What follows belongs to an exercise in optimizing a design on an open flow for small area; a production flow would make more cautious choices.
Where RTL was checked, it was by simulation tests only, not by an equivalence proof against the original.
The flow treats the clock pin as an ideal source, which a real chip does not have.
Power and IR drop assume default switching activity.

==> run a <==
// c6288_top
module c6288_top (clk,
    in256, in239, in222, in205, in188, in171, in154, in137, in120, in103, in86, in69, in52, in35, in18, in1, in528, in511, in494, in477, in460, in443, in426, in409, in392, in375, in358, in341, in324, in307, in290, in273,
    out6287, out6288, out6280, out6270, out6260, out6250, out6240, out6230, out6220, out6210, out6200, out6190, out6180, out6170, out6160, out6150, out6123, out5971, out5672, out5308, out4946, out4591, out4241, out3895, out3552, out3211, out2877, out2548, out2223, out1901, out1581, out545);
clock: 10.0 ns
lec_check: 0
cap_margin: 20
core_margin: 2
core_utilization: 40
cts_buf_list: sky130_fd_sc_hd__clkbuf_8
cts_cluster_diameter: 200
cts_cluster_size: 40
slew_margin: 20
synth_hierarchical: 1
synth_minimum_keep_size: 0
standard.sh (not shown) runs the stock make flow with config.mk's settings and CLKGATE_MAP_FILE= SYNTH_SCRIPT=/design/flow/synth_recipe.tcl, a recipe that flattens the netlist after the stock synthesis.
==> flow/flow/run.sh <==
#!/bin/bash
set -euo pipefail
bash standard.sh \
  "BUFFER_PORTS_ARGS=-inputs -buffer_cell sky130_fd_sc_hd__buf_2" \
  "PRE_GLOBAL_PLACE_TCL=$PWD/flow/outbuf.tcl" \
  finish > standard_flow.log 2>&1
==> flow/flow/outbuf.tcl <==
# Buffer every output port with the smallest buffer (inputs are buffered by
# the standard buffer_ports call that follows this hook).
buffer_ports -outputs -buffer_cell sky130_fd_sc_hd__buf_1
==> run b (differences from run a) <==
==> flow/run.sh (new file) <==
#!/bin/bash
# synth_recipe.tcl (not shown) runs the flow's synth.tcl, then flattens the netlist and writes it again
# the make line also repeats each setting of config.mk as NAME=value (left out here)
make -C /OpenROAD-flow-scripts/flow DESIGN_CONFIG=/design/flow/config.mk WORK_HOME=/design/flow/orfs CLKGATE_MAP_FILE= SYNTH_SCRIPT=/design/flow/synth_recipe.tcl finish
--- a/flow/config.mk
+++ b/flow/config.mk
@@ -6,10 +6,8 @@
 export NUM_CORES = 4
 export LEC_CHECK = 0
+export ABC_AREA = 1
 export CAP_MARGIN = 20
 export CORE_MARGIN = 2
 export CORE_UTILIZATION = 40
-export CTS_BUF_LIST = sky130_fd_sc_hd__clkbuf_8
-export CTS_CLUSTER_DIAMETER = 200
-export CTS_CLUSTER_SIZE = 40
 export SLEW_MARGIN = 20
 export SYNTH_HIERARCHICAL = 1
removed: flow/flow/run.sh
removed: flow/flow/outbuf.tcl
removed: flow/standard.sh
==> comparison <==
Against run a, the core utilization of run b is higher by 4.5 points. Between run a and run b, the lower combinational power is in run a (gap 18%, measured against run b). Of run a and run b, run b has the higher global-route usage (gap 1.0 points). Between run a and run b, the lower first-iteration DRC count is in run a (gap about 11%, measured against run b). In run b the total power is larger than in run a, by about 18%. In clock-buffer cell count, run a and run b do not differ. Against run b, the via count of run a is lower by about 14%. In run a the cell count is lower than in run b, by about 20%. Of run a and run b, run a has the higher fmax (gap 3.9%, measured against run b). Against run b, the sequential power of run a is larger by 18%.


==> v27 <==
Another version of the RTL of c6288_top (not shown whole).
export LEC_CHECK = 0
export CAP_MARGIN = 20
export CORE_MARGIN = 2
export CORE_UTILIZATION = 40
export GPL_TIMING_DRIVEN = 0
export SLEW_MARGIN = 20
export SYNTH_HIERARCHICAL = 1
export SYNTH_MINIMUM_KEEP_SIZE = 0
create_clock -name core_clock -period 10.0 [get_ports {clk}]
==> flow/flow/run.sh <==
#!/bin/bash
set -euo pipefail
bash standard.sh \
  "BUFFER_PORTS_ARGS=-inputs -buffer_cell sky130_fd_sc_hd__buf_1" \
  "PRE_GLOBAL_PLACE_TCL=$PWD/flow/outbuf.tcl" \
  "PRE_CTS_TCL=$PWD/flow/clkbuf.tcl" \
  "CTS_ARGS=-clk_nets clk -dont_use_dummy_load" \
  finish > standard_flow.log 2>&1
Other scripts of this flow, unchanged in this note and not shown: flow/flow/clkbuf.tcl, flow/flow/outbuf.tcl
==> v28 (differences from v27) <==
--- a/flow/flow/run.sh
+++ b/flow/flow/run.sh
@@ -5,2 +5,3 @@
   "PRE_GLOBAL_PLACE_TCL=$PWD/flow/outbuf.tcl" \
+  "POST_FLOORPLAN_TCL=$PWD/flow/downsize.tcl" \
   "PRE_CTS_TCL=$PWD/flow/clkbuf.tcl" \
==> flow/flow/downsize.tcl (new file) <==
# Area recovery after synthesis: ABC sizes some logic gates up for a load it
# assumes; set every such gate back to its smallest (_1) size with the same
# function.  The later timing repairs size gates up again where a path needs it.
set n 0
foreach inst [[ord::get_db_block] getInsts] {
  set m [[$inst getMaster] getName]
  if { [regexp {^(sky130_fd_sc_hd__(a21oi|a21o|and2|or2|o21ai|nand2|nor2|xnor2|xor2|inv|ha|fa))_[248]$} $m -> base] } {
    replace_cell [$inst getName] ${base}_1
    incr n
  }
}
puts "downsized $n gates"
--- a/flow/config.mk
+++ b/flow/config.mk
@@ -11,2 +11,3 @@
 export GPL_TIMING_DRIVEN = 0
+export SETUP_SLACK_MARGIN = -0.4
 export SLEW_MARGIN = 20
==> summary.md <==
| Metric | Value |
|---|---|
| Post_cts resized | `31` |
| Vias in the first global route | `5,585` |
| P_comb | `1810 uW` |
| Metal2 WL | `8810 um` |
| Met1 wire length | `6510 um` |
| DR pass1 iterations | `4` |
| Min Tclk post-route | `9.74 ns` |
| Worst path max stage delay | `0.52 ns` |
| Wire per inst | `18.8 um` |
| Layout cells sized above 1 | `3.40%` |
| Outcome | `no timing/DRC/antenna violations` |
| NetSw | `993 uW` |
Source of the figures above: v28

==> summary.md <==
| Metric | Value |
|---|---|
| Critical path depth in cells | `33` |
| Min Tclk post-route | `9.42 ns` |
| NetSw | `994 uW` |
| CP required | `10.11 ns` |
| Vias in the first global route | `5,428` |
| Post_cts resized | `11` |
| Sequential cell area share | `9.02%` |
| Met1 wire length | `6200 um` |
| DR pass1 iterations | `5` |
| Outcome | `no timing/DRC/antenna violations` |
| Layout cells sized above 1 | `4.15%` |
| Final non-filler cell total | `891` |
| Wire per inst | `18.3 um` |
| P_comb | `1830 uW` |
| Total GRT Usage | `19.8%` |
Source of the figures above: v27

No functional check of the RTL was part of any run of this note.

static timing again, ports no longer ideal:
How much do the figures lean on ideal ports? The routed layouts below were timed once more, with nothing changed but the port constraints. Step 1 assumes that a clkbuf_16 drives the clock port and a buf_2 every other input. Step 2 adds t to the input delays and takes it off the output delays; t is the mean of the earliest and latest rising clock arrival at the registers after step 1. Input paths then give back, and output paths get back, about the clock's delay inside the block. Slacks: no drivers / after step 1 / after step 2; pairs: no drivers / after step 1.
| run | t, ns | slack for setup (ns) | hold WS [ns] | worst data-port slew with drivers (ns) | cell pins on the clock port's net |
|---|---|---|---|---|---|
| run a | 0.351 | 0.784 / 0.801 / 0.450 | 2.075 / 2.059 / 2.330 | 0.04 | 1 |
| run b | 0.324 | 0.429 / 0.443 / 0.119 | 2.456 / 2.439 / 2.745 | 0.05 | 1 |
| v27 | 0.224 | 0.579 / 0.613 / 0.389 | 2.256 / 2.211 / 2.410 | 0.03 | 4 |
| v28 | 0.228 | 0.260 / 0.301 / 0.073 | 2.214 / 2.171 / 2.399 | 0.04 | 4 |
After both steps every run listed still meets setup and hold. The setup slack of run a, which loses most, moves by +0.017 ns with the drivers and by -0.334 ns with both steps.
